Background: an optimization exercise with open tools, aiming at small area, a short achievable clock period and few clock cycles per item. Do not read the settings as production practice.
At most, simulation tests tie the RTL to the original design; equivalence was not proved.

run P:
==> module barrett_step, before the edit <==
module barrett_step
#(
	parameter W = 163,
	parameter D = 20
)(
	input wire [W-1:0] t,
	input wire [W-1:0] a,
	input wire [W-1:0] g,
	input wire [D-1:0] bd,
	input wire [D-1:0] uh,
	input wire [D-1:0] nxt_h,
	input wire [D:0] mu,
	output wire [W-1:0] v,
	output wire [D-1:0] uh_nxt
);
wire [D-1:0] q;
genvar i, k, j;
generate
	for (i = 0; i < D; i = i + 1) begin : qbit
		wire [D-1-i:0] terms;
		for (k = i; k < D; k = k + 1) begin : tk
			assign terms[k-i] = uh[k] & mu[D+i-k];
		end
		assign q[i] = ^terms;
	end
	localparam NB = (W + D - 1) / D;
	wire [NB*D-1:0] a_pad = {{(NB*D-W){1'b0}}, a};
	wire [(NB+1)*D-1:0] ab_part [0:NB-1];
	for (k = 0; k < NB; k = k + 1) begin : blk
		wire [2*D-2:0] p;
		kmul #(.N(D)) km (.x(a_pad[k*D +: D]), .y(bd), .p(p));
		if (k == 0) begin : first
			assign ab_part[k] = {{(NB*D-2*D+D+1){1'b0}}, p};
		end else begin : next
			assign ab_part[k] = ab_part[k-1] ^ ({{((NB+1)*D-2*D+1){1'b0}}, p} << (k*D));
		end
	end
	wire [(NB+1)*D-1:0] ab = ab_part[NB-1];
	localparam HD = D / 2;                  
	localparam HW = (W + 1) / 2;            
	wire [HD-1:0] q0, q1, qs;
	wire [HW-1:0] g0, g1, gs;
	for (k = 0; k < HD; k = k + 1) begin : qh
		assign q0[k] = q[2*k];
		assign q1[k] = q[2*k+1];
		assign qs[k] = q[2*k] ^ q[2*k+1];
	end
	for (k = 0; k < HW; k = k + 1) begin : gh
		assign g0[k] = g[2*k];
		if (2 * k + 1 < W) begin : odd
			assign g1[k] = g[2*k+1];
		end else begin : none
			assign g1[k] = 1'b0;
		end
		assign gs[k] = g0[k] ^ g1[k];
	end
	wire [HW-1:0] pa, pb, pm;
	for (j = 0; j < HW; j = j + 1) begin : ffa
		localparam N = (j + 1 < HD) ? j + 1 : HD;
		wire [N-1:0] ta, tb, tm;
		for (k = 0; k < N; k = k + 1) begin : tk
			assign ta[k] = q0[k] & g0[j-k];
			assign tb[k] = q1[k] & g1[j-k];
			assign tm[k] = qs[k] & gs[j-k];
		end
		assign pa[j] = ^ta;
		assign pb[j] = ^tb;
		assign pm[j] = ^tm;
	end
	for (j = 0; j < W; j = j + 1) begin : col
		wire early;
		if (j >= D)
			assign early = t[j-D] ^ ab[j];
		else
			assign early = ab[j];
		wire late;
		if (j % 2 == 0) begin : ev
			if (j == 0)
				assign late = pa[0];
			else
				assign late = pb[j/2-1] ^ pa[j/2];
		end else begin : od
			assign late = pa[j/2] ^ pb[j/2] ^ pm[j/2];
		end
		assign v[j] = early ^ late;
		if (j >= W - D) begin : top
			assign uh_nxt[j-(W-D)] = (early ^ nxt_h[j-(W-D)]) ^ late;
		end
	end
endgenerate
endmodule
==> module fpga_gf2m, before the edit <==
module fpga_gf2m
#(
	parameter DIGITAL = 20,
	parameter DATA_WIDTH = 163
)(
	input clk,     
	input rst,   
	input wire start,
	input wire [DATA_WIDTH - 1 : 0] a,
	input wire [DATA_WIDTH - 1 : 0] g,
	input wire [191:0] b,
	output reg [DATA_WIDTH - 1 : 0] t_i_j,
	output reg done
);
localparam W = DATA_WIDTH;
localparam D = DIGITAL;
localparam K = (W - 1) / D + 1;              
localparam F = W - (K - 1) * D;              
localparam BW = K * D;                       
reg busy;
reg first;
reg [5:0] counter;
reg [W-1:0] reg_a;
reg [W-1:0] reg_g;
reg [BW-1:0] reg_b;
reg [D-1:0] uh;          
reg [D:0] mu;
wire accept = start & ~busy;
wire [D-1:0] cur_digit = reg_b[BW-1 -: D];
wire [D-1:0] nxt_digit = reg_b[BW-1-D -: D];
wire [D-1:0] first_digit = {{(D-F){1'b0}}, b[W-1 -: F]};
wire [W-1:0] next_t;
wire [D-1:0] nxt_pre_h;
wire [D-1:0] nxt_uh;
wire [D-1:0] first_pre_h;
wire [D:0] mu_full;
wire [D:0] mu_first;
barrett_step #(.W(W), .D(D)) step (
	.t(t_i_j),
	.a(reg_a),
	.g(reg_g),
	.bd(cur_digit),
	.uh(uh),
	.nxt_h(nxt_pre_h),
	.uh_nxt(nxt_uh),
	.mu(mu),
	.v(next_t)
);
digit_high #(.W(W), .D(D)) hi_next (
	.a(reg_a),
	.bd(nxt_digit),
	.h(nxt_pre_h)
);
digit_high #(.W(W), .D(D)) hi_first (
	.a(a),
	.bd(first_digit),
	.h(first_pre_h)
);
mu_calc #(.W(W), .D(D)) mu_now (
	.g(reg_g),
	.mu(mu_full)
);
mu_calc #(.W(W), .D(F)) mu_in (
	.g(g),
	.mu(mu_first[D:D-F])
);
assign mu_first[D-F-1:0] = {(D-F){1'b0}};
always @(posedge clk or negedge rst) begin : proc_ctrl
	if (~rst) begin
		busy <= 1'b0;
		first <= 1'b0;
		done <= 1'b0;
		counter <= 6'd0;
	end else if (accept) begin
		busy <= 1'b1;
		first <= 1'b1;
		done <= 1'b0;
		counter <= 6'd0;
	end else if (busy) begin
		first <= 1'b0;
		counter <= counter + 1'b1;
		if (counter == K - 1) begin
			busy <= 1'b0;
			done <= 1'b1;
		end
	end
end
always @(posedge clk) begin : proc_operands
	if (~busy) begin
		reg_a <= a;
		reg_g <= g;
		reg_b <= {{(BW-W){1'b0}}, b[W-1:0]};
		uh <= first_pre_h;
		mu <= mu_first;
	end else begin
		reg_b <= reg_b << D;
		uh <= nxt_uh;
		if (first)
			mu <= mu_full;
	end
end
always @(posedge clk) begin : proc_t_i_j
	if (accept)
		t_i_j <= {W{1'b0}};
	else if (busy)
		t_i_j <= next_t;
end
endmodule
Settings: LEC_CHECK=0, CAP_MARGIN=20, CORE_MARGIN=2, CORE_UTILIZATION=40, SLEW_MARGIN=20, SETUP_SLACK_MARGIN=10.3, BUFFER_PORTS_ARGS=-buffer_cell sky130_fd_sc_hd__buf_2; clock period 14.5 ns.
standard.sh (not shown) runs the stock make flow with config.mk's settings and CLKGATE_MAP_FILE= SYNTH_SCRIPT=/design/flow/synth_recipe.tcl, a recipe that flattens the netlist after the stock synthesis.
==> flow/flow/run.sh <==
#!/bin/bash
# Standard ORFS layout (the standard.sh), with repair_timing asked to
# aim for extra setup slack and smaller port buffers.
cat >> config.mk <<'EOC'
export SETUP_SLACK_MARGIN = 10.3
export BUFFER_PORTS_ARGS = -buffer_cell sky130_fd_sc_hd__buf_2
EOC
bash standard.sh > standard.log 2>&1
Testbench counts of run P, summed over its fixed seeds: cycles 7,680, items 768.
Changes in run G relative to run P:
==> flow/design.v, changed modules only <==
module barrett_step
#(
	parameter W = 163,
	parameter D = 20
)(
	input wire [W-1:0] t,
	input wire [W-1:0] a,
	input wire [W-1:0] g,
	input wire [D-1:0] bd,
	input wire [D-1:0] pre_h,
	input wire [D:0] mu,
	output wire [W-1:0] v
);
wire [D-1:0] uh = t[W-1 -: D] ^ pre_h;
wire [D-1:0] q;
genvar i, k, j;
generate
	for (i = 0; i < D; i = i + 1) begin : qbit
		wire [D-1-i:0] terms;
		for (k = i; k < D; k = k + 1) begin : tk
			assign terms[k-i] = uh[k] & mu[D+i-k];
		end
		assign q[i] = ^terms;
	end
	localparam NB = (W + D - 1) / D;
	wire [NB*D-1:0] a_pad = {{(NB*D-W){1'b0}}, a};
	wire [(NB+1)*D-1:0] ab_part [0:NB-1];
	for (k = 0; k < NB; k = k + 1) begin : blk
		wire [2*D-2:0] p;
		kmul #(.N(D)) km (.x(a_pad[k*D +: D]), .y(bd), .p(p));
		if (k == 0) begin : first
			assign ab_part[k] = {{(NB*D-2*D+D+1){1'b0}}, p};
		end else begin : next
			assign ab_part[k] = ab_part[k-1] ^ ({{((NB+1)*D-2*D+1){1'b0}}, p} << (k*D));
		end
	end
	wire [(NB+1)*D-1:0] ab = ab_part[NB-1];
	localparam HD = D / 2;                  
	localparam HW = (W + 1) / 2;            
	wire [HD-1:0] q0, q1, qs;
	wire [HW-1:0] g0, g1, gs;
	for (k = 0; k < HD; k = k + 1) begin : qh
		assign q0[k] = q[2*k];
		assign q1[k] = q[2*k+1];
		assign qs[k] = q[2*k] ^ q[2*k+1];
	end
	for (k = 0; k < HW; k = k + 1) begin : gh
		assign g0[k] = g[2*k];
		if (2 * k + 1 < W) begin : odd
			assign g1[k] = g[2*k+1];
		end else begin : none
			assign g1[k] = 1'b0;
		end
		assign gs[k] = g0[k] ^ g1[k];
	end
	wire [HW-1:0] pa, pb, pm;
	for (j = 0; j < HW; j = j + 1) begin : ffa
		localparam N = (j + 1 < HD) ? j + 1 : HD;
		wire [N-1:0] ta, tb, tm;
		for (k = 0; k < N; k = k + 1) begin : tk
			assign ta[k] = q0[k] & g0[j-k];
			assign tb[k] = q1[k] & g1[j-k];
			assign tm[k] = qs[k] & gs[j-k];
		end
		assign pa[j] = ^ta;
		assign pb[j] = ^tb;
		assign pm[j] = ^tm;
	end
	for (j = 0; j < W; j = j + 1) begin : col
		wire early;
		if (j >= D)
			assign early = t[j-D] ^ ab[j];
		else
			assign early = ab[j];
		if (j % 2 == 0) begin : ev
			if (j == 0)
				assign v[j] = early ^ pa[0];
			else
				assign v[j] = (early ^ pb[j/2-1]) ^ pa[j/2];
		end else begin : od
			assign v[j] = (early ^ pa[j/2] ^ pb[j/2]) ^ pm[j/2];
		end
	end
endgenerate
endmodule
module fpga_gf2m
#(
	parameter DIGITAL = 22,
	parameter DATA_WIDTH = 163
)(
	input clk,     
	input rst,   
	input wire start,
	input wire [DATA_WIDTH - 1 : 0] a,
	input wire [DATA_WIDTH - 1 : 0] g,
	input wire [191:0] b,
	output reg [DATA_WIDTH - 1 : 0] t_i_j,
	output reg done
);
localparam W = DATA_WIDTH;
localparam D = DIGITAL;
localparam K = (W - 1) / D + 1;              
localparam F = W - (K - 1) * D;              
localparam BW = K * D;                       
reg busy;
reg first;
reg [5:0] counter;
reg [W-1:0] reg_a;
reg [W-1:0] reg_g;
reg [BW-1:0] reg_b;
reg [D-1:0] pre_h;       
reg [D:0] mu;
wire accept = start & ~busy;
wire [D-1:0] cur_digit = reg_b[BW-1 -: D];
wire [D-1:0] nxt_digit = reg_b[BW-1-D -: D];
wire [D-1:0] first_digit = {{(D-F){1'b0}}, b[W-1 -: F]};
wire [W-1:0] next_t;
wire [D-1:0] nxt_pre_h;
wire [D-1:0] first_pre_h;
wire [D:0] mu_full;
wire [D:0] mu_first;
barrett_step #(.W(W), .D(D)) step (
	.t(t_i_j),
	.a(reg_a),
	.g(reg_g),
	.bd(cur_digit),
	.pre_h(pre_h),
	.mu(mu),
	.v(next_t)
);
digit_high #(.W(W), .D(D)) hi_next (
	.a(reg_a),
	.bd(nxt_digit),
	.h(nxt_pre_h)
);
digit_high #(.W(W), .D(D)) hi_first (
	.a(a),
	.bd(first_digit),
	.h(first_pre_h)
);
mu_calc #(.W(W), .D(D)) mu_now (
	.g(reg_g),
	.mu(mu_full)
);
mu_calc #(.W(W), .D(F)) mu_in (
	.g(g),
	.mu(mu_first[D:D-F])
);
assign mu_first[D-F-1:0] = {(D-F){1'b0}};
always @(posedge clk or negedge rst) begin : proc_ctrl
	if (~rst) begin
		busy <= 1'b0;
		first <= 1'b0;
		done <= 1'b0;
		counter <= 6'd0;
	end else if (accept) begin
		busy <= 1'b1;
		first <= 1'b1;
		done <= 1'b0;
		counter <= 6'd0;
	end else if (busy) begin
		first <= 1'b0;
		counter <= counter + 1'b1;
		if (counter == K - 1) begin
			busy <= 1'b0;
			done <= 1'b1;
		end
	end
end
always @(posedge clk) begin : proc_operands
	if (~busy) begin
		reg_a <= a;
		reg_g <= g;
		reg_b <= {{(BW-W){1'b0}}, b[W-1:0]};
		pre_h <= first_pre_h;
		mu <= mu_first;
	end else begin
		reg_b <= reg_b << D;
		pre_h <= nxt_pre_h;
		if (first)
			mu <= mu_full;
	end
end
always @(posedge clk) begin : proc_t_i_j
	if (accept)
		t_i_j <= {W{1'b0}};
	else if (busy)
		t_i_j <= next_t;
end
endmodule
[summary]
- Re final core utilization: run G is 0.89 points up on run P.
- Route | run G vs run P | wire longer in run G
- Run G has final HPWL from detailed placement above what run P had.
- Compared with run P, run G degrades achievable clock frequency.
- Looking only at cell area, and setting everything else aside, the lower value of run P and run G goes to run P.
No functional check of the RTL was part of run G.

port drivers added, routing unchanged:
The flow's constraints put no driver on any port. The routed layouts listed below were extracted and timed again, unchanged, in two steps. Step 1 (the two cells are an assumption about what drives the block):
set clk [get_ports {clk}]
set_driving_cell -lib_cell sky130_fd_sc_hd__clkbuf_16 $clk
set_driving_cell -lib_cell sky130_fd_sc_hd__buf_2 [delete_from_list [all_inputs] $clk]
Step 2 adds t to the input delays and takes it off the output delays; t is the mean of the earliest and latest rising clock arrival at the registers after step 1. Input paths then give back, and output paths get back, about the clock's delay inside the block. Slacks: ideal / step 1 / step 2; pairs: ideal / step 1.
run | shift t [ns] | setup slack, ns | worst hold slack (ns) | worst register clock-pin slew, ns | worst slew at a driven data input, ns
run P | 0.880 | 10.243 / 10.141 / 9.591 | 0.440 / 0.440 / 0.440 | 0.08 / 0.08 | 0.09
run G | 0.856 | 10.206 / 10.115 / 9.700 | 0.447 / 0.447 / 0.447 | 0.07 / 0.07 | 0.15
After both steps setup and hold are still met in every run listed. The setup slack of run P, which loses most, moves by -0.102 ns with the drivers and by -0.652 ns with both steps.
